This design comes from an exercise in tuning for small area on the open sky130 flow, not from production work. Where RTL was checked, it was by simulation tests only, not by an equivalence proof against the original. The RTL of run 1 was laid out without a check of its function.

<file path="flow/s11.abc">
strash
dc2
dch -f
map -a
topo
stime -c
buffer -c
upsize -c
dnsize -c
</file>
<file path="config.mk">
export PLATFORM = sky130hd
export DESIGN_NAME = sqrt_u32
export DESIGN_NICKNAME = sqrt_u32
export VERILOG_FILES = /design/flow/design.v
export SDC_FILE = /design/flow/constraint.sdc
export NUM_CORES = 4
export LEC_CHECK = 0
export ABC_AREA = 1
export CAP_MARGIN = 20
export CORE_MARGIN = 2
export CORE_UTILIZATION = 55
export CTS_BUF_LIST = sky130_fd_sc_hd__clkbuf_8
export GPL_TIMING_DRIVEN = 0
export PLACE_DENSITY = 0.65
export SETUP_SLACK_MARGIN = -0.5
export SLEW_MARGIN = 20
</file>
<file path="flow/abc_per_module.tcl">
# Sourced by synth_abc.tcl in place of ORFS's single abc call: each pipeline-stage module gets
# its own ABC script (MY_ABC_MOD is "module script ..."), then the top module (registers only)
# gets ORFS's script.
foreach {mod scr} $::env(MY_ABC_MOD) {
  log_cmd abc {*}[lreplace $abc_args 1 1 $scr] $mod
}
log_cmd abc {*}$abc_args $::env(DESIGN_NAME)
</file>
<file path="design.v">
module sqrt_u32 (
    input  wire        clk,
    input  wire        rst_n,
    input  wire        valid_in,
    input  wire [31:0] data_i,
    output wire        valid_out,
    output wire [15:0] data_o
);
    reg [1:0] v;
    always @(posedge clk or negedge rst_n)
        if (!rst_n) v <= 2'd0;
        else v <= {v[0], valid_in};
    assign valid_out = v[1];
    wire [9:0] r9_d;
    reg  [9:0] r9_q;
    wire [8:0] q9_d;
    reg  [8:0] q9_q;
    wire [13:0] x9_d;
    reg  [13:0] x9_q;
    always @(posedge clk) begin
        r9_q <= r9_d;
        q9_q <= q9_d;
        x9_q <= x9_d;
    end
    wire [13:0] r13_d;
    reg  [13:0] r13_q;
    wire [12:0] q13_d;
    reg  [12:0] q13_q;
    wire [5:0] x13_d;
    reg  [5:0] x13_q;
    always @(posedge clk) begin
        r13_q <= r13_d;
        q13_q <= q13_d;
        x13_q <= x13_d;
    end
    sqrt_seg0 u_seg0 (.x0(data_i), .r9(r9_d), .q9(q9_d), .x9(x9_d));
    sqrt_seg1 u_seg1 (.r9(r9_q), .q9(q9_q), .x9(x9_q), .r13(r13_d), .q13(q13_d), .x13(x13_d));
    sqrt_seg2 u_seg2 (.r13(r13_q), .q13(q13_q), .x13(x13_q), .q16(data_o));
endmodule
module sqrt_seg0 (
    input  wire [31:0] x0,
    output wire [9:0] r9,
    output wire [8:0] q9,
    output wire [13:0] x9
);
    wire [1:0] t0 = x0[31:30];
    wire [1:0] d0 = t0 - 2'd1;
    wire ge0 = |t0;
    wire [1:0] r1 = ge0 ? d0[1:0] : t0[1:0];
    wire [29:0] x1 = x0[29:0];
    wire [0:0] q1 = ge0;
    wire [3:0] t1 = {r1, x1[29:28]};
    wire [3:0] n1 = {1'b1, ~q1, 2'b10};
    wire [4:0] c1;
    wire [3:0] d1;
    assign c1[0] = 1'b1;
    assign d1[0] = t1[0] ^ n1[0] ^ c1[0];
    assign c1[1] = (t1[0] & n1[0]) | (t1[0] & c1[0]) | (n1[0] & c1[0]);
    assign d1[1] = t1[1] ^ n1[1] ^ c1[1];
    assign c1[2] = (t1[1] & n1[1]) | (t1[1] & c1[1]) | (n1[1] & c1[1]);
    assign d1[2] = t1[2] ^ n1[2] ^ c1[2];
    assign c1[3] = (t1[2] & n1[2]) | (t1[2] & c1[2]) | (n1[2] & c1[2]);
    assign d1[3] = t1[3] ^ n1[3] ^ c1[3];
    assign c1[4] = (t1[3] & n1[3]) | (t1[3] & c1[3]) | (n1[3] & c1[3]);
    wire ge1 = c1[4];
    wire [2:0] r2 = ge1 ? d1[2:0] : t1[2:0];
    wire [27:0] x2 = x1[27:0];
    wire [1:0] q2 = {q1, ge1};
    wire [4:0] t2 = {r2, x2[27:26]};
    wire [4:0] n2 = {1'b1, ~q2, 2'b10};
    wire [5:0] c2;
    wire [4:0] d2;
    assign c2[0] = 1'b1;
    assign d2[0] = t2[0] ^ n2[0] ^ c2[0];
    assign c2[1] = (t2[0] & n2[0]) | (t2[0] & c2[0]) | (n2[0] & c2[0]);
    assign d2[1] = t2[1] ^ n2[1] ^ c2[1];
    assign c2[2] = (t2[1] & n2[1]) | (t2[1] & c2[1]) | (n2[1] & c2[1]);
    assign d2[2] = t2[2] ^ n2[2] ^ c2[2];
    assign c2[3] = (t2[2] & n2[2]) | (t2[2] & c2[2]) | (n2[2] & c2[2]);
    assign d2[3] = t2[3] ^ n2[3] ^ c2[3];
    assign c2[4] = (t2[3] & n2[3]) | (t2[3] & c2[3]) | (n2[3] & c2[3]);
    assign d2[4] = t2[4] ^ n2[4] ^ c2[4];
    assign c2[5] = (t2[4] & n2[4]) | (t2[4] & c2[4]) | (n2[4] & c2[4]);
    wire ge2 = c2[5];
    wire [3:0] r3 = ge2 ? d2[3:0] : t2[3:0];
    wire [25:0] x3 = x2[25:0];
    wire [2:0] q3 = {q2, ge2};
    wire [5:0] t3 = {r3, x3[25:24]};
    wire [5:0] n3 = {1'b1, ~q3, 2'b10};
    wire [6:0] c3;
    wire [5:0] d3;
    assign c3[0] = 1'b1;
    assign d3[0] = t3[0] ^ n3[0] ^ c3[0];
    assign c3[1] = (t3[0] & n3[0]) | (t3[0] & c3[0]) | (n3[0] & c3[0]);
    assign d3[1] = t3[1] ^ n3[1] ^ c3[1];
    assign c3[2] = (t3[1] & n3[1]) | (t3[1] & c3[1]) | (n3[1] & c3[1]);
    assign d3[2] = t3[2] ^ n3[2] ^ c3[2];
    assign c3[3] = (t3[2] & n3[2]) | (t3[2] & c3[2]) | (n3[2] & c3[2]);
    assign d3[3] = t3[3] ^ n3[3] ^ c3[3];
    assign c3[4] = (t3[3] & n3[3]) | (t3[3] & c3[3]) | (n3[3] & c3[3]);
    assign d3[4] = t3[4] ^ n3[4] ^ c3[4];
    assign c3[5] = (t3[4] & n3[4]) | (t3[4] & c3[4]) | (n3[4] & c3[4]);
    assign d3[5] = t3[5] ^ n3[5] ^ c3[5];
    assign c3[6] = (t3[5] & n3[5]) | (t3[5] & c3[5]) | (n3[5] & c3[5]);
    wire ge3 = c3[6];
    wire [4:0] r4 = ge3 ? d3[4:0] : t3[4:0];
    wire [23:0] x4 = x3[23:0];
    wire [3:0] q4 = {q3, ge3};
    wire [6:0] t4 = {r4, x4[23:22]};
    wire [6:0] n4 = {1'b1, ~q4, 2'b10};
    wire [7:0] c4;
    wire [6:0] d4;
    assign c4[0] = 1'b1;
    assign d4[0] = t4[0] ^ n4[0] ^ c4[0];
    assign c4[1] = (t4[0] & n4[0]) | (t4[0] & c4[0]) | (n4[0] & c4[0]);
    assign d4[1] = t4[1] ^ n4[1] ^ c4[1];
    assign c4[2] = (t4[1] & n4[1]) | (t4[1] & c4[1]) | (n4[1] & c4[1]);
    assign d4[2] = t4[2] ^ n4[2] ^ c4[2];
    assign c4[3] = (t4[2] & n4[2]) | (t4[2] & c4[2]) | (n4[2] & c4[2]);
    assign d4[3] = t4[3] ^ n4[3] ^ c4[3];
    assign c4[4] = (t4[3] & n4[3]) | (t4[3] & c4[3]) | (n4[3] & c4[3]);
    assign d4[4] = t4[4] ^ n4[4] ^ c4[4];
    assign c4[5] = (t4[4] & n4[4]) | (t4[4] & c4[4]) | (n4[4] & c4[4]);
    assign d4[5] = t4[5] ^ n4[5] ^ c4[5];
    assign c4[6] = (t4[5] & n4[5]) | (t4[5] & c4[5]) | (n4[5] & c4[5]);
    assign d4[6] = t4[6] ^ n4[6] ^ c4[6];
    assign c4[7] = (t4[6] & n4[6]) | (t4[6] & c4[6]) | (n4[6] & c4[6]);
    wire ge4 = c4[7];
    wire [5:0] r5 = ge4 ? d4[5:0] : t4[5:0];
    wire [21:0] x5 = x4[21:0];
    wire [4:0] q5 = {q4, ge4};
    wire [7:0] t5 = {r5, x5[21:20]};
    wire [7:0] n5 = {1'b1, ~q5, 2'b10};
    wire [8:0] c5;
    wire [7:0] d5;
    assign c5[0] = 1'b1;
    assign d5[0] = t5[0] ^ n5[0] ^ c5[0];
    assign c5[1] = (t5[0] & n5[0]) | (t5[0] & c5[0]) | (n5[0] & c5[0]);
    assign d5[1] = t5[1] ^ n5[1] ^ c5[1];
    assign c5[2] = (t5[1] & n5[1]) | (t5[1] & c5[1]) | (n5[1] & c5[1]);
    assign d5[2] = t5[2] ^ n5[2] ^ c5[2];
    assign c5[3] = (t5[2] & n5[2]) | (t5[2] & c5[2]) | (n5[2] & c5[2]);
    assign d5[3] = t5[3] ^ n5[3] ^ c5[3];
    assign c5[4] = (t5[3] & n5[3]) | (t5[3] & c5[3]) | (n5[3] & c5[3]);
    assign d5[4] = t5[4] ^ n5[4] ^ c5[4];
    assign c5[5] = (t5[4] & n5[4]) | (t5[4] & c5[4]) | (n5[4] & c5[4]);
    assign d5[5] = t5[5] ^ n5[5] ^ c5[5];
    assign c5[6] = (t5[5] & n5[5]) | (t5[5] & c5[5]) | (n5[5] & c5[5]);
    assign d5[6] = t5[6] ^ n5[6] ^ c5[6];
    assign c5[7] = (t5[6] & n5[6]) | (t5[6] & c5[6]) | (n5[6] & c5[6]);
    assign d5[7] = t5[7] ^ n5[7] ^ c5[7];
    assign c5[8] = (t5[7] & n5[7]) | (t5[7] & c5[7]) | (n5[7] & c5[7]);
    wire ge5 = c5[8];
    wire [6:0] r6 = ge5 ? d5[6:0] : t5[6:0];
    wire [19:0] x6 = x5[19:0];
    wire [5:0] q6 = {q5, ge5};
    wire [8:0] t6 = {r6, x6[19:18]};
    wire [8:0] n6 = {1'b1, ~q6, 2'b10};
    wire [9:0] c6;
    wire [8:0] d6;
    assign c6[0] = 1'b1;
    assign d6[0] = t6[0] ^ n6[0] ^ c6[0];
    assign c6[1] = (t6[0] & n6[0]) | (t6[0] & c6[0]) | (n6[0] & c6[0]);
    assign d6[1] = t6[1] ^ n6[1] ^ c6[1];
    assign c6[2] = (t6[1] & n6[1]) | (t6[1] & c6[1]) | (n6[1] & c6[1]);
    assign d6[2] = t6[2] ^ n6[2] ^ c6[2];
    assign c6[3] = (t6[2] & n6[2]) | (t6[2] & c6[2]) | (n6[2] & c6[2]);
    assign d6[3] = t6[3] ^ n6[3] ^ c6[3];
    assign c6[4] = (t6[3] & n6[3]) | (t6[3] & c6[3]) | (n6[3] & c6[3]);
    assign d6[4] = t6[4] ^ n6[4] ^ c6[4];
    assign c6[5] = (t6[4] & n6[4]) | (t6[4] & c6[4]) | (n6[4] & c6[4]);
    assign d6[5] = t6[5] ^ n6[5] ^ c6[5];
    assign c6[6] = (t6[5] & n6[5]) | (t6[5] & c6[5]) | (n6[5] & c6[5]);
    assign d6[6] = t6[6] ^ n6[6] ^ c6[6];
    assign c6[7] = (t6[6] & n6[6]) | (t6[6] & c6[6]) | (n6[6] & c6[6]);
    assign d6[7] = t6[7] ^ n6[7] ^ c6[7];
    assign c6[8] = (t6[7] & n6[7]) | (t6[7] & c6[7]) | (n6[7] & c6[7]);
    assign d6[8] = t6[8] ^ n6[8] ^ c6[8];
    assign c6[9] = (t6[8] & n6[8]) | (t6[8] & c6[8]) | (n6[8] & c6[8]);
    wire ge6 = c6[9];
    wire [7:0] r7 = ge6 ? d6[7:0] : t6[7:0];
    wire [17:0] x7 = x6[17:0];
    wire [6:0] q7 = {q6, ge6};
    wire [9:0] t7 = {r7, x7[17:16]};
    wire [9:0] n7 = {1'b1, ~q7, 2'b10};
    wire [10:0] c7;
    wire [9:0] d7;
    assign c7[0] = 1'b1;
    assign d7[0] = t7[0] ^ n7[0] ^ c7[0];
    assign c7[1] = (t7[0] & n7[0]) | (t7[0] & c7[0]) | (n7[0] & c7[0]);
    assign d7[1] = t7[1] ^ n7[1] ^ c7[1];
    assign c7[2] = (t7[1] & n7[1]) | (t7[1] & c7[1]) | (n7[1] & c7[1]);
    assign d7[2] = t7[2] ^ n7[2] ^ c7[2];
    assign c7[3] = (t7[2] & n7[2]) | (t7[2] & c7[2]) | (n7[2] & c7[2]);
    assign d7[3] = t7[3] ^ n7[3] ^ c7[3];
    assign c7[4] = (t7[3] & n7[3]) | (t7[3] & c7[3]) | (n7[3] & c7[3]);
    assign d7[4] = t7[4] ^ n7[4] ^ c7[4];
    assign c7[5] = (t7[4] & n7[4]) | (t7[4] & c7[4]) | (n7[4] & c7[4]);
    assign d7[5] = t7[5] ^ n7[5] ^ c7[5];
    assign c7[6] = (t7[5] & n7[5]) | (t7[5] & c7[5]) | (n7[5] & c7[5]);
    assign d7[6] = t7[6] ^ n7[6] ^ c7[6];
    assign c7[7] = (t7[6] & n7[6]) | (t7[6] & c7[6]) | (n7[6] & c7[6]);
    assign d7[7] = t7[7] ^ n7[7] ^ c7[7];
    assign c7[8] = (t7[7] & n7[7]) | (t7[7] & c7[7]) | (n7[7] & c7[7]);
    assign d7[8] = t7[8] ^ n7[8] ^ c7[8];
    assign c7[9] = (t7[8] & n7[8]) | (t7[8] & c7[8]) | (n7[8] & c7[8]);
    assign d7[9] = t7[9] ^ n7[9] ^ c7[9];
    assign c7[10] = (t7[9] & n7[9]) | (t7[9] & c7[9]) | (n7[9] & c7[9]);
    wire ge7 = c7[10];
    wire [8:0] r8 = ge7 ? d7[8:0] : t7[8:0];
    wire [15:0] x8 = x7[15:0];
    wire [7:0] q8 = {q7, ge7};
    wire [10:0] t8 = {r8, x8[15:14]};
    wire [10:0] n8 = {1'b1, ~q8, 2'b10};
    wire [11:0] c8;
    wire [10:0] d8;
    assign c8[0] = 1'b1;
    assign d8[0] = t8[0] ^ n8[0] ^ c8[0];
    assign c8[1] = (t8[0] & n8[0]) | (t8[0] & c8[0]) | (n8[0] & c8[0]);
    assign d8[1] = t8[1] ^ n8[1] ^ c8[1];
    assign c8[2] = (t8[1] & n8[1]) | (t8[1] & c8[1]) | (n8[1] & c8[1]);
    assign d8[2] = t8[2] ^ n8[2] ^ c8[2];
    assign c8[3] = (t8[2] & n8[2]) | (t8[2] & c8[2]) | (n8[2] & c8[2]);
    assign d8[3] = t8[3] ^ n8[3] ^ c8[3];
    assign c8[4] = (t8[3] & n8[3]) | (t8[3] & c8[3]) | (n8[3] & c8[3]);
    assign d8[4] = t8[4] ^ n8[4] ^ c8[4];
    assign c8[5] = (t8[4] & n8[4]) | (t8[4] & c8[4]) | (n8[4] & c8[4]);
    assign d8[5] = t8[5] ^ n8[5] ^ c8[5];
    assign c8[6] = (t8[5] & n8[5]) | (t8[5] & c8[5]) | (n8[5] & c8[5]);
    assign d8[6] = t8[6] ^ n8[6] ^ c8[6];
    assign c8[7] = (t8[6] & n8[6]) | (t8[6] & c8[6]) | (n8[6] & c8[6]);
    assign d8[7] = t8[7] ^ n8[7] ^ c8[7];
    assign c8[8] = (t8[7] & n8[7]) | (t8[7] & c8[7]) | (n8[7] & c8[7]);
    assign d8[8] = t8[8] ^ n8[8] ^ c8[8];
    assign c8[9] = (t8[8] & n8[8]) | (t8[8] & c8[8]) | (n8[8] & c8[8]);
    assign d8[9] = t8[9] ^ n8[9] ^ c8[9];
    assign c8[10] = (t8[9] & n8[9]) | (t8[9] & c8[9]) | (n8[9] & c8[9]);
    assign d8[10] = t8[10] ^ n8[10] ^ c8[10];
    assign c8[11] = (t8[10] & n8[10]) | (t8[10] & c8[10]) | (n8[10] & c8[10]);
    wire ge8 = c8[11];
    assign r9 = ge8 ? d8[9:0] : t8[9:0];
    assign x9 = x8[13:0];
    assign q9 = {q8, ge8};
endmodule
module sqrt_seg1 (
    input  wire [9:0] r9,
    input  wire [8:0] q9,
    input  wire [13:0] x9,
    output wire [13:0] r13,
    output wire [12:0] q13,
    output wire [5:0] x13
);
    wire [11:0] t9 = {r9, x9[13:12]};
    wire [11:0] n9 = {1'b1, ~q9, 2'b10};
    wire [12:0] c9;
    wire [11:0] d9;
    assign c9[0] = 1'b1;
    assign d9[0] = t9[0] ^ n9[0] ^ c9[0];
    assign c9[1] = (t9[0] & n9[0]) | (t9[0] & c9[0]) | (n9[0] & c9[0]);
    assign d9[1] = t9[1] ^ n9[1] ^ c9[1];
    assign c9[2] = (t9[1] & n9[1]) | (t9[1] & c9[1]) | (n9[1] & c9[1]);
    assign d9[2] = t9[2] ^ n9[2] ^ c9[2];
    assign c9[3] = (t9[2] & n9[2]) | (t9[2] & c9[2]) | (n9[2] & c9[2]);
    assign d9[3] = t9[3] ^ n9[3] ^ c9[3];
    assign c9[4] = (t9[3] & n9[3]) | (t9[3] & c9[3]) | (n9[3] & c9[3]);
    assign d9[4] = t9[4] ^ n9[4] ^ c9[4];
    assign c9[5] = (t9[4] & n9[4]) | (t9[4] & c9[4]) | (n9[4] & c9[4]);
    assign d9[5] = t9[5] ^ n9[5] ^ c9[5];
    assign c9[6] = (t9[5] & n9[5]) | (t9[5] & c9[5]) | (n9[5] & c9[5]);
    assign d9[6] = t9[6] ^ n9[6] ^ c9[6];
    assign c9[7] = (t9[6] & n9[6]) | (t9[6] & c9[6]) | (n9[6] & c9[6]);
    assign d9[7] = t9[7] ^ n9[7] ^ c9[7];
    assign c9[8] = (t9[7] & n9[7]) | (t9[7] & c9[7]) | (n9[7] & c9[7]);
    assign d9[8] = t9[8] ^ n9[8] ^ c9[8];
    assign c9[9] = (t9[8] & n9[8]) | (t9[8] & c9[8]) | (n9[8] & c9[8]);
    assign d9[9] = t9[9] ^ n9[9] ^ c9[9];
    assign c9[10] = (t9[9] & n9[9]) | (t9[9] & c9[9]) | (n9[9] & c9[9]);
    assign d9[10] = t9[10] ^ n9[10] ^ c9[10];
    assign c9[11] = (t9[10] & n9[10]) | (t9[10] & c9[10]) | (n9[10] & c9[10]);
    assign d9[11] = t9[11] ^ n9[11] ^ c9[11];
    assign c9[12] = (t9[11] & n9[11]) | (t9[11] & c9[11]) | (n9[11] & c9[11]);
    wire ge9 = c9[12];
    wire [10:0] r10 = t9[10:0] ^ ({11{ge9}} & (n9[10:0] ^ c9[10:0]));
    wire [11:0] x10 = x9[11:0];
    wire [9:0] q10 = {q9, ge9};
    wire [12:0] t10 = {r10, x10[11:10]};
    wire [12:0] n10 = {1'b1, ~q10, 2'b10};
    wire [13:0] c10;
    wire [12:0] d10;
    assign c10[0] = 1'b1;
    assign d10[0] = t10[0] ^ n10[0] ^ c10[0];
    assign c10[1] = (t10[0] & n10[0]) | (t10[0] & c10[0]) | (n10[0] & c10[0]);
    assign d10[1] = t10[1] ^ n10[1] ^ c10[1];
    assign c10[2] = (t10[1] & n10[1]) | (t10[1] & c10[1]) | (n10[1] & c10[1]);
    assign d10[2] = t10[2] ^ n10[2] ^ c10[2];
    assign c10[3] = (t10[2] & n10[2]) | (t10[2] & c10[2]) | (n10[2] & c10[2]);
    assign d10[3] = t10[3] ^ n10[3] ^ c10[3];
    assign c10[4] = (t10[3] & n10[3]) | (t10[3] & c10[3]) | (n10[3] & c10[3]);
    assign d10[4] = t10[4] ^ n10[4] ^ c10[4];
    assign c10[5] = (t10[4] & n10[4]) | (t10[4] & c10[4]) | (n10[4] & c10[4]);
    assign d10[5] = t10[5] ^ n10[5] ^ c10[5];
    assign c10[6] = (t10[5] & n10[5]) | (t10[5] & c10[5]) | (n10[5] & c10[5]);
    assign d10[6] = t10[6] ^ n10[6] ^ c10[6];
    assign c10[7] = (t10[6] & n10[6]) | (t10[6] & c10[6]) | (n10[6] & c10[6]);
    assign d10[7] = t10[7] ^ n10[7] ^ c10[7];
    assign c10[8] = (t10[7] & n10[7]) | (t10[7] & c10[7]) | (n10[7] & c10[7]);
    assign d10[8] = t10[8] ^ n10[8] ^ c10[8];
    assign c10[9] = (t10[8] & n10[8]) | (t10[8] & c10[8]) | (n10[8] & c10[8]);
    assign d10[9] = t10[9] ^ n10[9] ^ c10[9];
    assign c10[10] = (t10[9] & n10[9]) | (t10[9] & c10[9]) | (n10[9] & c10[9]);
    assign d10[10] = t10[10] ^ n10[10] ^ c10[10];
    assign c10[11] = (t10[10] & n10[10]) | (t10[10] & c10[10]) | (n10[10] & c10[10]);
    assign d10[11] = t10[11] ^ n10[11] ^ c10[11];
    assign c10[12] = (t10[11] & n10[11]) | (t10[11] & c10[11]) | (n10[11] & c10[11]);
    assign d10[12] = t10[12] ^ n10[12] ^ c10[12];
    assign c10[13] = (t10[12] & n10[12]) | (t10[12] & c10[12]) | (n10[12] & c10[12]);
    wire ge10 = c10[13];
    wire [11:0] r11 = t10[11:0] ^ ({12{ge10}} & (n10[11:0] ^ c10[11:0]));
    wire [9:0] x11 = x10[9:0];
    wire [10:0] q11 = {q10, ge10};
    wire [13:0] t11 = {r11, x11[9:8]};
    wire [13:0] n11 = {1'b1, ~q11, 2'b10};
    wire [14:0] c11;
    wire [13:0] d11;
    assign c11[0] = 1'b1;
    assign d11[0] = t11[0] ^ n11[0] ^ c11[0];
    assign c11[1] = (t11[0] & n11[0]) | (t11[0] & c11[0]) | (n11[0] & c11[0]);
    assign d11[1] = t11[1] ^ n11[1] ^ c11[1];
    assign c11[2] = (t11[1] & n11[1]) | (t11[1] & c11[1]) | (n11[1] & c11[1]);
    assign d11[2] = t11[2] ^ n11[2] ^ c11[2];
    assign c11[3] = (t11[2] & n11[2]) | (t11[2] & c11[2]) | (n11[2] & c11[2]);
    assign d11[3] = t11[3] ^ n11[3] ^ c11[3];
    assign c11[4] = (t11[3] & n11[3]) | (t11[3] & c11[3]) | (n11[3] & c11[3]);
    assign d11[4] = t11[4] ^ n11[4] ^ c11[4];
    assign c11[5] = (t11[4] & n11[4]) | (t11[4] & c11[4]) | (n11[4] & c11[4]);
    assign d11[5] = t11[5] ^ n11[5] ^ c11[5];
    assign c11[6] = (t11[5] & n11[5]) | (t11[5] & c11[5]) | (n11[5] & c11[5]);
    assign d11[6] = t11[6] ^ n11[6] ^ c11[6];
    assign c11[7] = (t11[6] & n11[6]) | (t11[6] & c11[6]) | (n11[6] & c11[6]);
    assign d11[7] = t11[7] ^ n11[7] ^ c11[7];
    assign c11[8] = (t11[7] & n11[7]) | (t11[7] & c11[7]) | (n11[7] & c11[7]);
    assign d11[8] = t11[8] ^ n11[8] ^ c11[8];
    assign c11[9] = (t11[8] & n11[8]) | (t11[8] & c11[8]) | (n11[8] & c11[8]);
    assign d11[9] = t11[9] ^ n11[9] ^ c11[9];
    assign c11[10] = (t11[9] & n11[9]) | (t11[9] & c11[9]) | (n11[9] & c11[9]);
    assign d11[10] = t11[10] ^ n11[10] ^ c11[10];
    assign c11[11] = (t11[10] & n11[10]) | (t11[10] & c11[10]) | (n11[10] & c11[10]);
    assign d11[11] = t11[11] ^ n11[11] ^ c11[11];
    assign c11[12] = (t11[11] & n11[11]) | (t11[11] & c11[11]) | (n11[11] & c11[11]);
    assign d11[12] = t11[12] ^ n11[12] ^ c11[12];
    assign c11[13] = (t11[12] & n11[12]) | (t11[12] & c11[12]) | (n11[12] & c11[12]);
    assign d11[13] = t11[13] ^ n11[13] ^ c11[13];
    assign c11[14] = (t11[13] & n11[13]) | (t11[13] & c11[13]) | (n11[13] & c11[13]);
    wire ge11 = c11[14];
    wire [12:0] r12 = t11[12:0] ^ ({13{ge11}} & (n11[12:0] ^ c11[12:0]));
    wire [7:0] x12 = x11[7:0];
    wire [11:0] q12 = {q11, ge11};
    wire [14:0] t12 = {r12, x12[7:6]};
    wire [14:0] n12 = {1'b1, ~q12, 2'b10};
    wire [15:0] c12;
    wire [14:0] d12;
    assign c12[0] = 1'b1;
    assign d12[0] = t12[0] ^ n12[0] ^ c12[0];
    assign c12[1] = (t12[0] & n12[0]) | (t12[0] & c12[0]) | (n12[0] & c12[0]);
    assign d12[1] = t12[1] ^ n12[1] ^ c12[1];
    assign c12[2] = (t12[1] & n12[1]) | (t12[1] & c12[1]) | (n12[1] & c12[1]);
    assign d12[2] = t12[2] ^ n12[2] ^ c12[2];
    assign c12[3] = (t12[2] & n12[2]) | (t12[2] & c12[2]) | (n12[2] & c12[2]);
    assign d12[3] = t12[3] ^ n12[3] ^ c12[3];
    assign c12[4] = (t12[3] & n12[3]) | (t12[3] & c12[3]) | (n12[3] & c12[3]);
    assign d12[4] = t12[4] ^ n12[4] ^ c12[4];
    assign c12[5] = (t12[4] & n12[4]) | (t12[4] & c12[4]) | (n12[4] & c12[4]);
    assign d12[5] = t12[5] ^ n12[5] ^ c12[5];
    assign c12[6] = (t12[5] & n12[5]) | (t12[5] & c12[5]) | (n12[5] & c12[5]);
    assign d12[6] = t12[6] ^ n12[6] ^ c12[6];
    assign c12[7] = (t12[6] & n12[6]) | (t12[6] & c12[6]) | (n12[6] & c12[6]);
    assign d12[7] = t12[7] ^ n12[7] ^ c12[7];
    assign c12[8] = (t12[7] & n12[7]) | (t12[7] & c12[7]) | (n12[7] & c12[7]);
    assign d12[8] = t12[8] ^ n12[8] ^ c12[8];
    assign c12[9] = (t12[8] & n12[8]) | (t12[8] & c12[8]) | (n12[8] & c12[8]);
    assign d12[9] = t12[9] ^ n12[9] ^ c12[9];
    assign c12[10] = (t12[9] & n12[9]) | (t12[9] & c12[9]) | (n12[9] & c12[9]);
    assign d12[10] = t12[10] ^ n12[10] ^ c12[10];
    assign c12[11] = (t12[10] & n12[10]) | (t12[10] & c12[10]) | (n12[10] & c12[10]);
    assign d12[11] = t12[11] ^ n12[11] ^ c12[11];
    assign c12[12] = (t12[11] & n12[11]) | (t12[11] & c12[11]) | (n12[11] & c12[11]);
    assign d12[12] = t12[12] ^ n12[12] ^ c12[12];
    assign c12[13] = (t12[12] & n12[12]) | (t12[12] & c12[12]) | (n12[12] & c12[12]);
    assign d12[13] = t12[13] ^ n12[13] ^ c12[13];
    assign c12[14] = (t12[13] & n12[13]) | (t12[13] & c12[13]) | (n12[13] & c12[13]);
    assign d12[14] = t12[14] ^ n12[14] ^ c12[14];
    assign c12[15] = (t12[14] & n12[14]) | (t12[14] & c12[14]) | (n12[14] & c12[14]);
    wire ge12 = c12[15];
    assign r13 = t12[13:0] ^ ({14{ge12}} & (n12[13:0] ^ c12[13:0]));
    assign x13 = x12[5:0];
    assign q13 = {q12, ge12};
endmodule
module sqrt_seg2 (
    input  wire [13:0] r13,
    input  wire [12:0] q13,
    input  wire [5:0] x13,
    output wire [15:0] q16
);
    wire [15:0] t13 = {r13, x13[5:4]};
    wire [15:0] n13 = {1'b1, ~q13, 2'b10};
    wire [16:0] c13;
    wire [15:0] d13;
    assign c13[0] = 1'b1;
    assign d13[0] = t13[0] ^ n13[0] ^ c13[0];
    assign c13[1] = (t13[0] & n13[0]) | (t13[0] & c13[0]) | (n13[0] & c13[0]);
    assign d13[1] = t13[1] ^ n13[1] ^ c13[1];
    assign c13[2] = (t13[1] & n13[1]) | (t13[1] & c13[1]) | (n13[1] & c13[1]);
    assign d13[2] = t13[2] ^ n13[2] ^ c13[2];
    assign c13[3] = (t13[2] & n13[2]) | (t13[2] & c13[2]) | (n13[2] & c13[2]);
    assign d13[3] = t13[3] ^ n13[3] ^ c13[3];
    assign c13[4] = (t13[3] & n13[3]) | (t13[3] & c13[3]) | (n13[3] & c13[3]);
    assign d13[4] = t13[4] ^ n13[4] ^ c13[4];
    assign c13[5] = (t13[4] & n13[4]) | (t13[4] & c13[4]) | (n13[4] & c13[4]);
    assign d13[5] = t13[5] ^ n13[5] ^ c13[5];
    assign c13[6] = (t13[5] & n13[5]) | (t13[5] & c13[5]) | (n13[5] & c13[5]);
    assign d13[6] = t13[6] ^ n13[6] ^ c13[6];
    assign c13[7] = (t13[6] & n13[6]) | (t13[6] & c13[6]) | (n13[6] & c13[6]);
    assign d13[7] = t13[7] ^ n13[7] ^ c13[7];
    assign c13[8] = (t13[7] & n13[7]) | (t13[7] & c13[7]) | (n13[7] & c13[7]);
    assign d13[8] = t13[8] ^ n13[8] ^ c13[8];
    assign c13[9] = (t13[8] & n13[8]) | (t13[8] & c13[8]) | (n13[8] & c13[8]);
    assign d13[9] = t13[9] ^ n13[9] ^ c13[9];
    assign c13[10] = (t13[9] & n13[9]) | (t13[9] & c13[9]) | (n13[9] & c13[9]);
    assign d13[10] = t13[10] ^ n13[10] ^ c13[10];
    assign c13[11] = (t13[10] & n13[10]) | (t13[10] & c13[10]) | (n13[10] & c13[10]);
    assign d13[11] = t13[11] ^ n13[11] ^ c13[11];
    assign c13[12] = (t13[11] & n13[11]) | (t13[11] & c13[11]) | (n13[11] & c13[11]);
    assign d13[12] = t13[12] ^ n13[12] ^ c13[12];
    assign c13[13] = (t13[12] & n13[12]) | (t13[12] & c13[12]) | (n13[12] & c13[12]);
    assign d13[13] = t13[13] ^ n13[13] ^ c13[13];
    assign c13[14] = (t13[13] & n13[13]) | (t13[13] & c13[13]) | (n13[13] & c13[13]);
    assign d13[14] = t13[14] ^ n13[14] ^ c13[14];
    assign c13[15] = (t13[14] & n13[14]) | (t13[14] & c13[14]) | (n13[14] & c13[14]);
    assign d13[15] = t13[15] ^ n13[15] ^ c13[15];
    assign c13[16] = (t13[15] & n13[15]) | (t13[15] & c13[15]) | (n13[15] & c13[15]);
    wire ge13 = c13[16];
    wire [14:0] r14 = ge13 ? d13[14:0] : t13[14:0];
    wire [3:0] x14 = x13[3:0];
    wire [13:0] q14 = {q13, ge13};
    wire [16:0] t14 = {r14, x14[3:2]};
    wire [16:0] n14 = {1'b1, ~q14, 2'b10};
    wire [17:0] c14;
    wire [16:0] d14;
    assign c14[0] = 1'b1;
    assign d14[0] = t14[0] ^ n14[0] ^ c14[0];
    assign c14[1] = (t14[0] & n14[0]) | (t14[0] & c14[0]) | (n14[0] & c14[0]);
    assign d14[1] = t14[1] ^ n14[1] ^ c14[1];
    assign c14[2] = (t14[1] & n14[1]) | (t14[1] & c14[1]) | (n14[1] & c14[1]);
    assign d14[2] = t14[2] ^ n14[2] ^ c14[2];
    assign c14[3] = (t14[2] & n14[2]) | (t14[2] & c14[2]) | (n14[2] & c14[2]);
    assign d14[3] = t14[3] ^ n14[3] ^ c14[3];
    assign c14[4] = (t14[3] & n14[3]) | (t14[3] & c14[3]) | (n14[3] & c14[3]);
    assign d14[4] = t14[4] ^ n14[4] ^ c14[4];
    assign c14[5] = (t14[4] & n14[4]) | (t14[4] & c14[4]) | (n14[4] & c14[4]);
    assign d14[5] = t14[5] ^ n14[5] ^ c14[5];
    assign c14[6] = (t14[5] & n14[5]) | (t14[5] & c14[5]) | (n14[5] & c14[5]);
    assign d14[6] = t14[6] ^ n14[6] ^ c14[6];
    assign c14[7] = (t14[6] & n14[6]) | (t14[6] & c14[6]) | (n14[6] & c14[6]);
    assign d14[7] = t14[7] ^ n14[7] ^ c14[7];
    assign c14[8] = (t14[7] & n14[7]) | (t14[7] & c14[7]) | (n14[7] & c14[7]);
    assign d14[8] = t14[8] ^ n14[8] ^ c14[8];
    assign c14[9] = (t14[8] & n14[8]) | (t14[8] & c14[8]) | (n14[8] & c14[8]);
    assign d14[9] = t14[9] ^ n14[9] ^ c14[9];
    assign c14[10] = (t14[9] & n14[9]) | (t14[9] & c14[9]) | (n14[9] & c14[9]);
    assign d14[10] = t14[10] ^ n14[10] ^ c14[10];
    assign c14[11] = (t14[10] & n14[10]) | (t14[10] & c14[10]) | (n14[10] & c14[10]);
    assign d14[11] = t14[11] ^ n14[11] ^ c14[11];
    assign c14[12] = (t14[11] & n14[11]) | (t14[11] & c14[11]) | (n14[11] & c14[11]);
    assign d14[12] = t14[12] ^ n14[12] ^ c14[12];
    assign c14[13] = (t14[12] & n14[12]) | (t14[12] & c14[12]) | (n14[12] & c14[12]);
    assign d14[13] = t14[13] ^ n14[13] ^ c14[13];
    assign c14[14] = (t14[13] & n14[13]) | (t14[13] & c14[13]) | (n14[13] & c14[13]);
    assign d14[14] = t14[14] ^ n14[14] ^ c14[14];
    assign c14[15] = (t14[14] & n14[14]) | (t14[14] & c14[14]) | (n14[14] & c14[14]);
    assign d14[15] = t14[15] ^ n14[15] ^ c14[15];
    assign c14[16] = (t14[15] & n14[15]) | (t14[15] & c14[15]) | (n14[15] & c14[15]);
    assign d14[16] = t14[16] ^ n14[16] ^ c14[16];
    assign c14[17] = (t14[16] & n14[16]) | (t14[16] & c14[16]) | (n14[16] & c14[16]);
    wire ge14 = c14[17];
    wire [17:0] a1_a = {d14[15:0], x14[1:0]};
    wire [17:0] a1_n = ~({1'b0, q14, 3'b101});
    wire [18:0] a1_c;
    assign a1_c[0] = 1'b1;
    assign a1_c[1] = (a1_a[0] & a1_n[0]) | (a1_a[0] & a1_c[0]) | (a1_n[0] & a1_c[0]);
    assign a1_c[2] = (a1_a[1] & a1_n[1]) | (a1_a[1] & a1_c[1]) | (a1_n[1] & a1_c[1]);
    assign a1_c[3] = (a1_a[2] & a1_n[2]) | (a1_a[2] & a1_c[2]) | (a1_n[2] & a1_c[2]);
    assign a1_c[4] = (a1_a[3] & a1_n[3]) | (a1_a[3] & a1_c[3]) | (a1_n[3] & a1_c[3]);
    assign a1_c[5] = (a1_a[4] & a1_n[4]) | (a1_a[4] & a1_c[4]) | (a1_n[4] & a1_c[4]);
    assign a1_c[6] = (a1_a[5] & a1_n[5]) | (a1_a[5] & a1_c[5]) | (a1_n[5] & a1_c[5]);
    assign a1_c[7] = (a1_a[6] & a1_n[6]) | (a1_a[6] & a1_c[6]) | (a1_n[6] & a1_c[6]);
    assign a1_c[8] = (a1_a[7] & a1_n[7]) | (a1_a[7] & a1_c[7]) | (a1_n[7] & a1_c[7]);
    assign a1_c[9] = (a1_a[8] & a1_n[8]) | (a1_a[8] & a1_c[8]) | (a1_n[8] & a1_c[8]);
    assign a1_c[10] = (a1_a[9] & a1_n[9]) | (a1_a[9] & a1_c[9]) | (a1_n[9] & a1_c[9]);
    assign a1_c[11] = (a1_a[10] & a1_n[10]) | (a1_a[10] & a1_c[10]) | (a1_n[10] & a1_c[10]);
    assign a1_c[12] = (a1_a[11] & a1_n[11]) | (a1_a[11] & a1_c[11]) | (a1_n[11] & a1_c[11]);
    assign a1_c[13] = (a1_a[12] & a1_n[12]) | (a1_a[12] & a1_c[12]) | (a1_n[12] & a1_c[12]);
    assign a1_c[14] = (a1_a[13] & a1_n[13]) | (a1_a[13] & a1_c[13]) | (a1_n[13] & a1_c[13]);
    assign a1_c[15] = (a1_a[14] & a1_n[14]) | (a1_a[14] & a1_c[14]) | (a1_n[14] & a1_c[14]);
    assign a1_c[16] = (a1_a[15] & a1_n[15]) | (a1_a[15] & a1_c[15]) | (a1_n[15] & a1_c[15]);
    assign a1_c[17] = (a1_a[16] & a1_n[16]) | (a1_a[16] & a1_c[16]) | (a1_n[16] & a1_c[16]);
    assign a1_c[18] = (a1_a[17] & a1_n[17]) | (a1_a[17] & a1_c[17]) | (a1_n[17] & a1_c[17]);
    wire a1 = a1_c[18];
    wire [17:0] a0_a = {t14[15:0], x14[1:0]};
    wire [17:0] a0_n = ~({1'b0, q14, 3'b001});
    wire [18:0] a0_c;
    assign a0_c[0] = 1'b1;
    assign a0_c[1] = (a0_a[0] & a0_n[0]) | (a0_a[0] & a0_c[0]) | (a0_n[0] & a0_c[0]);
    assign a0_c[2] = (a0_a[1] & a0_n[1]) | (a0_a[1] & a0_c[1]) | (a0_n[1] & a0_c[1]);
    assign a0_c[3] = (a0_a[2] & a0_n[2]) | (a0_a[2] & a0_c[2]) | (a0_n[2] & a0_c[2]);
    assign a0_c[4] = (a0_a[3] & a0_n[3]) | (a0_a[3] & a0_c[3]) | (a0_n[3] & a0_c[3]);
    assign a0_c[5] = (a0_a[4] & a0_n[4]) | (a0_a[4] & a0_c[4]) | (a0_n[4] & a0_c[4]);
    assign a0_c[6] = (a0_a[5] & a0_n[5]) | (a0_a[5] & a0_c[5]) | (a0_n[5] & a0_c[5]);
    assign a0_c[7] = (a0_a[6] & a0_n[6]) | (a0_a[6] & a0_c[6]) | (a0_n[6] & a0_c[6]);
    assign a0_c[8] = (a0_a[7] & a0_n[7]) | (a0_a[7] & a0_c[7]) | (a0_n[7] & a0_c[7]);
    assign a0_c[9] = (a0_a[8] & a0_n[8]) | (a0_a[8] & a0_c[8]) | (a0_n[8] & a0_c[8]);
    assign a0_c[10] = (a0_a[9] & a0_n[9]) | (a0_a[9] & a0_c[9]) | (a0_n[9] & a0_c[9]);
    assign a0_c[11] = (a0_a[10] & a0_n[10]) | (a0_a[10] & a0_c[10]) | (a0_n[10] & a0_c[10]);
    assign a0_c[12] = (a0_a[11] & a0_n[11]) | (a0_a[11] & a0_c[11]) | (a0_n[11] & a0_c[11]);
    assign a0_c[13] = (a0_a[12] & a0_n[12]) | (a0_a[12] & a0_c[12]) | (a0_n[12] & a0_c[12]);
    assign a0_c[14] = (a0_a[13] & a0_n[13]) | (a0_a[13] & a0_c[13]) | (a0_n[13] & a0_c[13]);
    assign a0_c[15] = (a0_a[14] & a0_n[14]) | (a0_a[14] & a0_c[14]) | (a0_n[14] & a0_c[14]);
    assign a0_c[16] = (a0_a[15] & a0_n[15]) | (a0_a[15] & a0_c[15]) | (a0_n[15] & a0_c[15]);
    assign a0_c[17] = (a0_a[16] & a0_n[16]) | (a0_a[16] & a0_c[16]) | (a0_n[16] & a0_c[16]);
    assign a0_c[18] = (a0_a[17] & a0_n[17]) | (a0_a[17] & a0_c[17]) | (a0_n[17] & a0_c[17]);
    wire a0 = a0_c[18];
    wire ge15 = ge14 ? a1 : a0;
    assign q16 = {q14, ge14, ge15};
endmodule
</file>
<file path="constraint.sdc">
create_clock -name core_clock -period 9.0 [get_ports {clk}]
set_input_delay 1.8000 -clock core_clock [delete_from_list [all_inputs] [get_ports {clk}]]
set_output_delay 1.8000 -clock core_clock [all_outputs]
set_load 0.01 [all_outputs]
</file>
<file path="flow/run.sh">
#!/bin/bash
# Standard layout (standard.sh) with its own logic mapping:
# - synthesis keeps the pipeline-stage modules apart until after ABC (SYNTH_HIERARCHICAL=1)
#   and maps each with its own ABC script (flow/*.abc), so a stage with timing to spare is
#   mapped for area and one without is mapped for speed; the standard flow's synthesis script then
#   flattens the design as usual (no pass-through buffers: SYNTH_INSBUF=0). The registers all
#   sit in the top module, as in the RTL.
# - Yosys's full-adder extraction is skipped (ADDER_MAP_FILE empty), so ABC maps the carry
#   chains itself.
# - input and output ports get the smallest buffer (buf_1).
export BUFFER_PORTS_ARGS="-buffer_cell sky130_fd_sc_hd__buf_1"
# - clock tree without dummy loads.
export CTS_ARGS="-sink_clustering_enable -repair_clock_nets -buf_list sky130_fd_sc_hd__clkbuf_8 -dont_use_dummy_load"
set -euo pipefail
here=$(pwd)
sed 's|^\(\s*\)log_cmd abc {\*}$abc_args|\1source $::env(MY_ABC_TCL)|' \
  "$FLOW_HOME/scripts/synth.tcl" > "$here/synth_abc.tcl"
grep -q 'MY_ABC_TCL' "$here/synth_abc.tcl"
sed "s|\$::env(SCRIPTS_DIR)/synth.tcl|$here/synth_abc.tcl|" synth_recipe.tcl > "$here/synth_recipe_abc.tcl"
grep -q synth_abc.tcl "$here/synth_recipe_abc.tcl"
sed "s|SYNTH_SCRIPT=[^ ]*|SYNTH_SCRIPT=$here/synth_recipe_abc.tcl|" standard.sh > "$here/standard_abc.sh"
export ADDER_MAP_FILE=
export SYNTH_HIERARCHICAL=1
export SYNTH_INSBUF=0
export MY_ABC_TCL="$here/flow/abc_per_module.tcl"
export MY_ABC_MOD=" sqrt_seg0 $here/flow/t6.abc sqrt_seg1 $here/flow/t6.abc sqrt_seg2 $here/flow/s11.abc"
bash "$here/standard_abc.sh" > standard.log 2>&1
</file>
<file path="flow/t6.abc">
strash
dc2
dch
map -B 0.9
topo
stime -c
buffer -c
dnsize -c
</file>
<file path="standard.sh">
#!/bin/bash
# synth_recipe.tcl (not shown) runs the flow's synth.tcl, then flattens the netlist and writes it again
# the make line also repeats each setting of config.mk as NAME=value (left out here)
make -C /OpenROAD-flow-scripts/flow DESIGN_CONFIG=/design/flow/config.mk WORK_HOME=/design/flow/orfs CLKGATE_MAP_FILE= SYNTH_SCRIPT=/design/flow/synth_recipe.tcl "${@:-finish}"
</file>
==> flow_metrics.tcl, run 1 <==
set metrics [dict create \
    outcome "finished clean" \
    netlist.top_cell.by_area "sky130_fd_sc_hd__nand2_1" \
    synthesis.area_per_instance_um2 5.69 \
    drt.antenna.violating_nets 0 \
    dieWidth_um 110 \
    timing_hold_violations_final 0 \
    number_of_antenna_violations_at_the_first_check_in_global_routing 0 \
    grt.overflow.total 0 \
    deepest_clock_path_buffer_count 2 \
    crit_path_max_fanout 8 \
    routed_wire_length_per_instance_um 10.6 \
    final_design_area_no_fill_um2 7190 \
    timing.critical_path.buf_inv 1 \
    flow.area_growth_from_synthesis_pct 16.9 \
    cell_type_with_the_highest_occurrence_count_on_the_critical_path "sky130_fd_sc_hd__nand2_1" \
    half_perimeter_wire_length_after_detailed_placement_mm 11.2 \
    ctsHtreeMaxLevel 3 \
    crit_type "reg2reg" \
    design.core.area_um2 10900 \
    die_area_um2 12000 \
    critical_path.reg2reg.startpoint "x9_q[12]$_DFF_P_" \
    timing.hold.worst.start "x9_q[2]$_DFF_P_" \
    fillerInstances 1123 \
    classification_of_the_worst_slack_hold_path "reg2reg" \
    timing.fmax_mhz 116 \
    insertion_delay_ns 0.35 \
    min_period_over_period_pct 96.0 \
    placed_area_um2 6520 \
    clock_sink_count 68 \
    synthMostInstantiatedCell "sky130_fd_sc_hd__nand2_1" \
    synth_enable_flop_cells 0 \
    via_count_of_the_first_global_routing_pass 5306 \
    initial_utilization_pct 56.5 \
    drc 0 \
    setup-violations-final 0 \
    cp_endpoint_kind "register" \
    synth-seq-cells 68 \
    vias_per_cell 4.93 \
    synthDominantCellAreaShare_pct 28.4 \
    timing.critical_path.from_type "register" \
    nNetsFinal 1189 \
    clock-skew-final_ns 0.0284 \
    yosysWarningCount 7 \
    global_route.usage.total_pct 22.9 \
    grt_pass1_wl_mm 22.2 \
    cpMaxStageDelayCell "sky130_fd_sc_hd__dfxtp_4" \
    syn-num-nets 1116 \
    portBuffers 51 \
    timing.slew.headroom_pct 41.6 \
    final_max_slew_viol_count 0 \
    maxCapViolations 0 \
    antenna_diode_instance_count 0 \
    crit_path_max_cell_delay_ns 0.36 \
    cts_tree "yes" \
    dr.first_iter.drc_count 308 \
    timing.final.crit_period_ns 8.64 \
    ios 52 \
    die-height_um 110 \
    post_route_cells_drive_above_1_share_pct 15.1 \
    syn-instance-count 1081 \
    top_area_cells_in_the_synthesized_netlist "sky130_fd_sc_hd__nand2_1, sky130_fd_sc_hd__dfxtp_1, sky130_fd_sc_hd__nand3_1" \
    placementRows 38 \
    wirelength_mm 13.6 \
    worst_slew_pin_slew_ns 0.868 \
    synth.distinct_cells 44 \
    netlist_top_cells_count "sky130_fd_sc_hd__nand2_1, sky130_fd_sc_hd__nand3_1, sky130_fd_sc_hd__inv_1" \
    most_instantiated_flip_flop_cell_in_the_synthesis_netlist "sky130_fd_sc_hd__dfxtp_1" \
    grt_start_max_net_pins 14 \
    cts_buffers 9 \
    worst_ep_required_time_ns 9.25 \
    clock_tree.root_cell "sky130_fd_sc_hd__clkbuf_8" \
    async_set_or_reset_register_ratio_after_synthesis_pct 2.94 \
    path_delay_family "simple AND/OR/NAND/NOR gates" \
    drt_pre_antenna_iters 4 \
    synthesis.area_um2 6150 \
    cp_launch_point "x9_q[12]$_DFF_P_" \
    worstPathArrival_ns 8.89 \
    place.gp.congestion 0.855 \
    synth_sequential_area_ratio_pct 22.3 \
    clkSlewWorstSetupHoldPaths_ns 0.07 \
    routed-via-count 6368 \
]
==> cells in the final DEF, fill, tap and decap left out, types with 3 or more instances in the layout <==
master / synthesis / layout
sky130_fd_sc_hd__a31oi_1: 3 / 3
sky130_fd_sc_hd__o21ai_2: 4 / 5
sky130_fd_sc_hd__a22oi_1: 3 / 3
sky130_fd_sc_hd__nand2_4: 2 / 6
sky130_fd_sc_hd__buf_4: 2 / 10
sky130_fd_sc_hd__clkbuf_1: 6 / 5
sky130_fd_sc_hd__nand3_1: 145 / 110
sky130_fd_sc_hd__o21ai_0: 48 / 38
sky130_fd_sc_hd__dfxtp_1: 66 / 64
sky130_fd_sc_hd__nor3_1: 4 / 4
sky130_fd_sc_hd__a21oi_1: 16 / 16
sky130_fd_sc_hd__xor2_1: 50 / 50
sky130_fd_sc_hd__xnor2_1: 26 / 26
sky130_fd_sc_hd__or2_2: 11 / 11
sky130_fd_sc_hd__clkbuf_8: 0 / 9
sky130_fd_sc_hd__nand2_1: 465 / 405
sky130_fd_sc_hd__buf_1: 0 / 51
sky130_fd_sc_hd__nand2_2: 12 / 68
sky130_fd_sc_hd__maj3_2: 5 / 5
sky130_fd_sc_hd__o21ai_1: 5 / 14
sky130_fd_sc_hd__nand3_2: 0 / 32
sky130_fd_sc_hd__nand4_1: 5 / 5
sky130_fd_sc_hd__inv_1: 123 / 121
sky130_fd_sc_hd__nor2_1: 37 / 37
sky130_fd_sc_hd__nand3_4: 0 / 3
sky130_fd_sc_hd__a221oi_1: 7 / 7
==> path summary, 6_finish.rpt <==
kind	end	slack, ns	cells past startpoint
setup / recovery	r13_q[0]$_DFF_P_	0.36	90
setup reg to reg	r13_q[0]$_DFF_P_	0.36	90
hold reg to reg	x13_q[2]$_DFF_P_	0.31	0
max in group asynchronous	v[0]$_DFF_PN0_	7.61	1
min in group asynchronous	v[1]$_DFF_PN0_	1.24	1
hold / removal	x13_q[2]$_DFF_P_	0.31	0
==> modules after synthesis (local to each module, per instance) <==
| module | flip-flops and latches | times used | cells |
|---|---|---|---|
| sqrt_u32 | 68 | 1 | 68 |
| sqrt_seg2 | 0 | 1 | 275 |
| sqrt_seg1 | 0 | 1 | 361 |
| sqrt_seg0 | 0 | 1 | 377 |
==> registers in the layout, summed over array words and instances, names as in the netlist <==
signal / count
q9_q: 9
v: 2
x9_q: 14
x13_q: 6
r13_q: 14
q13_q: 13
r9_q: 10
==> per-layer routing <==
| metal | global-route usage, % | routed length (um) | vias up |
|---|---|---|---|
| li1 | - | - | 3573 |
| met1 | 26.4 | 6270 | 2707 |
| met2 | 43.0 | 6800 | 70 |
| met3 | 2.67 | 266 | 18 |
| met4 | 8.77 | 312 | 0 |
| met5 | 0 | 0 | - |
==> final cells by class <==
class                      instances  area [um^2]  area share [%]
multi-input combinational        872         4610            64.1
sequential                        68         1380            19.2
inverter                         126          483            6.72
timing repair buffer              61          302            4.19
tap                              140          175            2.44
clock buffer                       9          124            1.72
buffer                            15          111            1.55
timing repair inverter             1         5.00          0.0696
==> per-stage QoR <==
stage,setup TNS (ns),cells,hold WS (ns),util (%),worst slack (ns)
final,0,1292,0.315,66.0,0.358
after global routing,-13.40,1292,0.327,66.0,-0.656
after CTS,-8.10,1281,0.320,61.0,-0.459
after detailed placement,-11.37,1272,0.312,59.9,-0.755
after global placement,-10.40,1272,0.310,59.9,-0.819
after floorplan,0,1081,0.310,-,1.11
==> what timing repair did <==
item / in CTS / in global routing
setup endpoints to repair: 0 / 26
hold buffers: 0 / 0
buffers inserted: 0 / 8
resized for setup: 0 / 143
==> worst reg2reg max path: cells and delay by family, from the launching register on <==
kind	cells	cell delay, ns
xor gates and xnor gates	1	0.13
buffers and inverters	1	0.22
DFF	1	0.36
and+or+nand+nor	88	7.88
==> cell families after synthesis <==
group	synth area share, %
compound gates	9.70
xor+xnor	11.1
fa+ha+maj	1.08
buf+inv	8.87
flops	22.3
mux	0.325
simple gates	46.7
==> run 2, diff against run 1 <==
--- a/design.v
+++ b/design.v
@@ -282,3 +282,3 @@
     wire ge9 = c9[12];
-    wire [10:0] r10 = t9[10:0] ^ ({11{ge9}} & (n9[10:0] ^ c9[10:0]));
+    wire [10:0] r10 = ge9 ? d9[10:0] : t9[10:0];
     wire [11:0] x10 = x9[11:0];
==> flow_metrics.tcl, run 2 <==
set metrics [dict create \
    nNetsFinal 1214 \
    deepest_clock_path_buffer_count 2 \
    post_route_cells_drive_above_1_share_pct 7.90 \
    clock-skew-final_ns 0.0184 \
    setup-violations-final 0 \
    netlist.top_cell.by_area "sky130_fd_sc_hd__nand2_1" \
    wirelength_mm 13.9 \
    critical_path.reg2reg.startpoint "q9_q[1]$_DFF_P_" \
    flow.area_growth_from_synthesis_pct 10.2 \
    clock_tree.root_cell "sky130_fd_sc_hd__clkbuf_8" \
    timing.slew.headroom_pct 67.8 \
    placed_area_um2 6670 \
    synth_enable_flop_cells 0 \
    synthDominantCellAreaShare_pct 28.1 \
    async_set_or_reset_register_ratio_after_synthesis_pct 2.94 \
    drc 0 \
    vias_per_cell 4.98 \
    cts_tree "yes" \
    synth-seq-cells 68 \
    half_perimeter_wire_length_after_detailed_placement_mm 11.7 \
    most_frequent_cells_in_the_layout "sky130_fd_sc_hd__nand2_1, sky130_fd_sc_hd__inv_1, sky130_fd_sc_hd__nand3_1, sky130_fd_sc_hd__dfxtp_1, sky130_fd_sc_hd__buf_1" \
    grt.overflow.total 0 \
    synthesis.area_um2 6290 \
    cp_launch_point "data_i[30]" \
    final_max_slew_viol_count 0 \
    synthesis.area_per_instance_um2 5.65 \
    grt_pass1_wl_mm 24.7 \
    timing.final.crit_period_ns 8.54 \
    dr.first_iter.drc_count 285 \
    die-height_um 111 \
    timing.fmax_mhz 117 \
    design.core.area_um2 11300 \
    top_regs "r13_q: 14 flops, x9_q: 14 flops, q13_q: 13 flops" \
    crit_path_max_fanout 10 \
    fillerInstances 1209 \
    die_area_um2 12300 \
    yosys-mux-area-fraction_pct 0.159 \
    classification_of_the_worst_slack_hold_path "reg2reg" \
    cts_buffers 9 \
    place.gp.congestion 0.855 \
    clock_sink_count 68 \
    routed-via-count 6580 \
    maxCapViolations 0 \
    yosys.area_share.simple_pct 45.8 \
    number_of_hold_buffers_added_after_cts 0 \
    worstPathArrival_ns 8.77 \
    portBuffers 51 \
    cp_endpoint_kind "register" \
    placementRows 39 \
    crit_path_max_cell_delay_ns 0.28 \
    clkSlewWorstSetupHoldPaths_ns 0.08 \
    postLayoutCoreUtil_pct 61.5 \
    most_instantiated_flip_flop_cell_in_the_synthesis_netlist "sky130_fd_sc_hd__dfxtp_1" \
    outcome "finished clean" \
    netlist_top_cells_count "sky130_fd_sc_hd__nand2_1, sky130_fd_sc_hd__inv_1, sky130_fd_sc_hd__nand3_1" \
    antenna_diode_instance_count 0 \
    mostFrequentLayoutCell "sky130_fd_sc_hd__nand2_1" \
    drt_pre_antenna_iters 5 \
    dieWidth_um 111 \
    synth_sequential_area_ratio_pct 21.8 \
    compound_cell_area_share_of_the_yosys_netlist_pct 10.4 \
    dp_slack_ns -0.875 \
    place.detailed.instances 1309 \
    post_synth_xor_area_fraction_pct 11.0 \
    number_of_antenna_violations_at_the_first_check_in_global_routing 0 \
    insertion_delay_ns 0.35 \
    via_count_of_the_first_global_routing_pass 6016 \
    worst_slew_pin_slew_ns 0.483 \
    cpMaxStageDelayCell "sky130_fd_sc_hd__or2_2" \
    syn-num-nets 1150 \
    syn-instance-count 1115 \
    global_route.usage.total_pct 23.4 \
    timing.hold.worst.start "x9_q[0]$_DFF_P_" \
    drt.antenna.violating_nets 0 \
    synthMostInstantiatedCell "sky130_fd_sc_hd__nand2_1" \
    crit_type "in2reg" \
    layoutNonFillerInstCount 1320 \
    min_period_over_period_pct 94.9 \
    worst_ep_required_time_ns 9.22 \
    synth.distinct_cells 45 \
    ios 52 \
    routed_wire_length_per_instance_um 10.5 \
    initial_utilization_pct 55.8 \
    timing.critical_path.from_type "input port" \
    ctsHtreeMaxLevel 3 \
    tns_ns 0 \
    timing_hold_violations_final 0 \
    final_design_area_no_fill_um2 6940 \
    grt_start_max_net_pins 15 \
    top_area_cells_in_the_synthesized_netlist "sky130_fd_sc_hd__nand2_1, sky130_fd_sc_hd__dfxtp_1, sky130_fd_sc_hd__nand3_1" \
    combinational_family_with_the_most_area_after_synthesis "simple AND/OR/NAND/NOR gates" \
    yosysWarningCount 7 \
    final_ws_setup_ns 0.458 \
    synth_adder_area_share_pct 1.05 \
]
==> run 2: cell types whose count changed in the layout (fill, tap and decap cells not counted), moves of 3 or more <==
cell / change
sky130_fd_sc_hd__nand2_1: +55
sky130_fd_sc_hd__nand2_2: -48
sky130_fd_sc_hd__nand3_2: -27
sky130_fd_sc_hd__nand3_1: +19
sky130_fd_sc_hd__inv_1: +17
sky130_fd_sc_hd__o21ai_0: +9
sky130_fd_sc_hd__buf_4: -4
sky130_fd_sc_hd__nor2_1: +4
sky130_fd_sc_hd__xnor2_1: +4
sky130_fd_sc_hd__dfxtp_2: +3
sky130_fd_sc_hd__or2_2: +3
sky130_fd_sc_hd__xor2_1: -3
==> run 2: cells by family (layout without fill, tap and decap cells) <==
kind of cell	after synthesis	in the layout
muxes	1	1
adders and majority gates	6	6
DFF	68	68
xor gates and xnor gates	78	78
buffers and inverters	160	222
AOI/OAI and AO/OA	111	111
and+or+nand+nor	691	691
==> run 2: Yosys stat by module, one instance, submodules excluded <==
module     times used  area (um^2)
sqrt_seg1           1         1760
sqrt_seg0           1         1720
sqrt_u32            1         1370
sqrt_seg2           1         1440
==> run 2: metrics by stage <==
step                      hold WS (ns)
after global routing             0.317
final                            0.313
after CTS                        0.311
after detailed placement         0.312
after floorplan                  0.310
after global placement           0.311
==> run 2: routing by layer <==
metal  part of all wire [%]  track usage, %  vias to the layer above
met5                      0               0                        -
met4                    2.6            7.42                        0
met3                    2.6            3.12                       25
met2                     50            45.7                       88
met1                     45            26.0                     2820
li1                       -               -                     3647
==> run 2: layout make-up <==
cell class              count  area (um^2)  share of cell area (%)
well taps                 143          179                    2.58
clock buffers               9          124                    1.79
inverters                 144          549                    7.92
repair buffers             54          214                    3.08
flip-flops and latches     68         1380                    19.8
plain buffers              15          100                    1.44
multi-input cells         887         4390                    63.4
==> run 2: worst max-delay path, delay by kind of cell <==
kind | cells | cell delay [ns]
AND/OR/NAND/NOR | 48 | 5.19
buffers and inverters | 11 | 1.31
AO/OA/AOI/OAI | 3 | 0.44
==> run 2: path summary, 6_finish.rpt <==
kind	endpoint	slack (ns)	cells after the start
setup / recovery	r9_q[6]$_DFF_P_	0.46	62
hold / removal	x13_q[0]$_DFF_P_	0.31	0
setup reg to reg	r13_q[8]$_DFF_P_	0.66	78
hold reg to reg	x13_q[0]$_DFF_P_	0.31	0
max in group asynchronous	v[1]$_DFF_PN0_	7.63	1
min in group asynchronous	v[0]$_DFF_PN0_	1.24	1
==> run 2: timing repair <==
| item | 4_1_cts | 5_1_grt |
|---|---|---|
| setup endpoints to repair | 3 | 26 |
| pin swaps | 0 | 3 |
| gates resized for setup | 1 | 59 |
| setup buffers | 0 | 3 |
| endpoints found under the hold margin | 0 | 0 |
==> run 3, diff against run 2 <==
--- a/flow/run.sh
+++ b/flow/run.sh
@@ -25,3 +25,3 @@
 export MY_ABC_TCL="$here/flow/abc_per_module.tcl"
-export MY_ABC_MOD=" sqrt_seg0 $here/flow/t6.abc sqrt_seg1 $here/flow/t6.abc sqrt_seg2 $here/flow/s11.abc"
+export MY_ABC_MOD=" sqrt_seg0 $here/flow/v6.abc sqrt_seg1 $here/flow/u3.abc sqrt_seg2 $here/flow/s11.abc"
 bash "$here/standard_abc.sh" > standard.log 2>&1
==> flow/u3.abc (new file) <==
strash
dc2
dch -f
map -B 0.9
topo
stime -c
buffer -c
dnsize -c
==> flow/v6.abc (new file) <==
strash
dc2
dch -f
map -B 0.9
strash
dc2
dch
map -B 0.9
topo
stime -c
buffer -c
dnsize -c
removed: flow/t6.abc
==> flow_metrics.tcl, run 3 <==
set metrics [dict create \
    tns_ns 0 \
    cp_launch_point "data_i[28]" \
    via_count_of_the_first_global_routing_pass 5716 \
    synthesis.area_um2 6200 \
    final_ws_setup_ns 0.227 \
    synthDominantCellAreaShare_pct 27.9 \
    setup-violations-final 0 \
    dr.first_iter.drc_count 371 \
    die_area_um2 12100 \
    worst_ep_required_time_ns 9.22 \
    synth_enable_flop_cells 0 \
    synthMostInstantiatedCell "sky130_fd_sc_hd__nand2_1" \
    flow.area_growth_from_synthesis_pct 13.1 \
    syn-instance-count 1084 \
    netlist_top_cells_count "sky130_fd_sc_hd__nand2_1, sky130_fd_sc_hd__inv_1, sky130_fd_sc_hd__nand3_1" \
    cts_tree "yes" \
    wirelength_mm 14.3 \
    post_synth_xor_area_fraction_pct 11.3 \
    antenna_diode_instance_count 0 \
    timing.critical_path.from_type "input port" \
    synth.distinct_cells 46 \
    routed-via-count 6573 \
    async_set_or_reset_register_ratio_after_synthesis_pct 2.94 \
    syn-num-nets 1119 \
    most_frequent_cells_in_the_layout "sky130_fd_sc_hd__nand2_1, sky130_fd_sc_hd__inv_1, sky130_fd_sc_hd__nand3_1, sky130_fd_sc_hd__dfxtp_1, sky130_fd_sc_hd__o21ai_0" \
    routed_wire_length_per_instance_um 11.0 \
    deepest_clock_path_buffer_count 2 \
    global_route.usage.total_pct 24.2 \
    cpMaxStageDelayCell "sky130_fd_sc_hd__or2_2" \
    timing.fmax_mhz 114 \
    min_delay_worst_endpoint "x13_q[2]$_DFF_P_" \
    cp_endpoint_kind "register" \
    timing_hold_violations_final 0 \
    post_route_cells_drive_above_1_share_pct 10.1 \
    cts_buffers 9 \
    holdWs_ns 0.304 \
    synth_adder_area_share_pct 1.07 \
    grt_pass1_wl_mm 23.6 \
    clkSlewWorstSetupHoldPaths_ns 0.07 \
    crit_type "in2reg" \
    initial_utilization_pct 56.7 \
    yosysWarningCount 7 \
    ios 52 \
    drt_pre_antenna_iters 4 \
    clock-skew-final_ns 0.0176 \
    combinational_family_with_the_most_area_after_synthesis "simple AND/OR/NAND/NOR gates" \
    cell_type_with_the_highest_occurrence_count_on_the_critical_path "sky130_fd_sc_hd__nand2_1" \
    most_instantiated_flip_flop_cell_in_the_synthesis_netlist "sky130_fd_sc_hd__dfxtp_1" \
    dieWidth_um 110 \
    final_max_slew_viol_count 0 \
    ff2ff_setup_slack_ns 0.71 \
    placementRows 38 \
    synthesis.area_per_instance_um2 5.72 \
    number_of_hold_buffers_added_after_cts 0 \
    yosys.area_share.simple_pct 46.4 \
    compound_cell_area_share_of_the_yosys_netlist_pct 10.3 \
    yosys-mux-area-fraction_pct 0.162 \
    ctsHtreeMaxLevel 3 \
    layoutNonFillerInstCount 1304 \
    min_period_over_period_pct 97.5 \
    crit_path_max_cell_delay_ns 0.32 \
    classification_of_the_worst_slack_hold_path "reg2reg" \
    die-height_um 110 \
    r2r.worst_path.cells 79 \
    depth_of_the_worst_hold_timing_path 0 \
    outcome "finished clean" \
    design.core.area_um2 10900 \
    grt_start_max_net_pins 14 \
    synth-seq-cells 68 \
    nNetsFinal 1201 \
    dp_slack_ns -1.25 \
    timing.final.crit_period_ns 8.77 \
    timing.hold.worst.start "x9_q[2]$_DFF_P_" \
    place.gp.congestion 0.831 \
    grt.overflow.total 0 \
    crit_path_max_fanout 10 \
    clock_sink_count 68 \
    synth_sequential_area_ratio_pct 22.1 \
    worstPathArrival_ns 8.99 \
    maxCapViolations 0 \
    top_area_cells_in_the_synthesized_netlist "sky130_fd_sc_hd__nand2_1, sky130_fd_sc_hd__dfxtp_1, sky130_fd_sc_hd__nand3_1" \
    worst_slew_pin_slew_ns 0.567 \
    critical_path.reg2reg.startpoint "q9_q[0]$_DFF_P_" \
    vias_per_cell 5.04 \
    timing.slew.headroom_pct 61.8 \
    drc 0 \
    number_of_antenna_violations_at_the_first_check_in_global_routing 0 \
    top_regs "r13_q: 14 flops, x9_q: 14 flops, q13_q: 13 flops" \
    drt.antenna.violating_nets 0 \
    netlist.top_cell.by_area "sky130_fd_sc_hd__nand2_1" \
    mostFrequentLayoutCell "sky130_fd_sc_hd__nand2_1" \
    clock_tree.root_cell "sky130_fd_sc_hd__clkbuf_8" \
    portBuffers 51 \
    place.detailed.instances 1275 \
    half_perimeter_wire_length_after_detailed_placement_mm 11.5 \
    insertion_delay_ns 0.35 \
    r2r-end "r13_q[12]$_DFF_P_" \
]
## run 3: repair_timing
item,4_1_cts,5_1_grt
hold endpoints to repair,0,0
gates cloned,0,2
endpoints found under the setup margin,11,26
gates resized for setup,6,54
pin swaps,1,8
setup buffers,3,17
## run 3: cells by family (layout without fill, tap and decap cells)
group	after synthesis	count (layout)
AND/OR/NAND/NOR	682	684
buffers and inverters	140	218
AO/OA/AOI/OAI	108	108
XOR/XNOR	79	79
flip-flops	68	68
adder cells (fa/ha/maj)	6	6
multiplexers	1	1
## run 3: cell type report
type | count | area [um^2]
timing repair buffer | 71 | 343
buffer | 9 | 56.3
inverter | 129 | 494
sequential | 68 | 1370
fill | 1152 | 3930
clock buffer | 9 | 124
multi-input combinational | 878 | 4440
tap | 140 | 175
## run 3: worst max path at each step
stage               cells after the start               to
global route                           66  r9_q[2]$_DFF_P_
detailed placement                     57  r9_q[5]$_DFF_P_
global placement                       57  r9_q[6]$_DFF_P_
CTS                                    61  r9_q[2]$_DFF_P_
finish                                 63  r9_q[7]$_DFF_P_
floorplan                              61  r9_q[2]$_DFF_P_
## run 3: metrics by stage
step           instance area, um^2  utilization, %
2_1_floorplan                 6200               -
3_3_place_gp                  6560            60.0
3_5_place_dp                  6560            60.0
4_1_cts                       6720            61.5
5_1_grt                       7010            64.1
6_report                      7010            64.1
## run 3: modules after synthesis (local to each module, per instance)
module     flops+latches  area (um^2)
sqrt_seg1              0         1710
sqrt_u32              68         1370
sqrt_seg2              0         1440
sqrt_seg0              0         1680
## run 3: metal layers
layer	GRT usage, %	share of wire, %	vias to the layer above
met5	0	0	-
met4	8.13	2.7	0
met3	3.23	3.0	30
met2	46.3	50	97
met1	27.3	44	2838
li1	-	-	3608
## run 3: worst max-delay path: cells and delay by family
kind	cells	cell delay (ns)
buf+inv	10	1.40
simple gates	47	5.12
compound gates	6	0.68

-- static timing again, ports no longer ideal --
The flow's constraints put no driver on any port. The routed layouts listed below were extracted and timed again, unchanged, in two steps. Step 1: set_driving_cell puts a clkbuf_16 on clk and a buf_2 on each other input, an assumption about the parent block. Step 2 also shifts input and output timing later by t, the mid clock arrival at the registers, as if the neighbouring blocks saw the same clock. a / b / c = no drivers / after step 1 / after step 2; a / b = the first two.
| run | t, ns | slack for setup (ns) | hold WS [ns] | worst setup path at the end | pins driven straight from the clock port |
|---|---|---|---|---|---|
| run 1 | 0.369 | 0.358 / 0.358 / 0.035 | 0.315 / 0.315 / 0.315 | input to register | 1 |
| run 2 | 0.362 | 0.458 / 0.468 / 0.106 | 0.313 / 0.313 / 0.313 | input to register | 1 |
| run 3 | 0.376 | 0.227 / 0.241 / -0.134 | 0.304 / 0.304 / 0.304 | input to register | 1 |
With both steps, setup timing fails in run 3, where it was met with ideal ports. For run 3, which loses most, drivers alone change the setup slack by +0.014 ns; drivers and shift together by -0.361 ns.
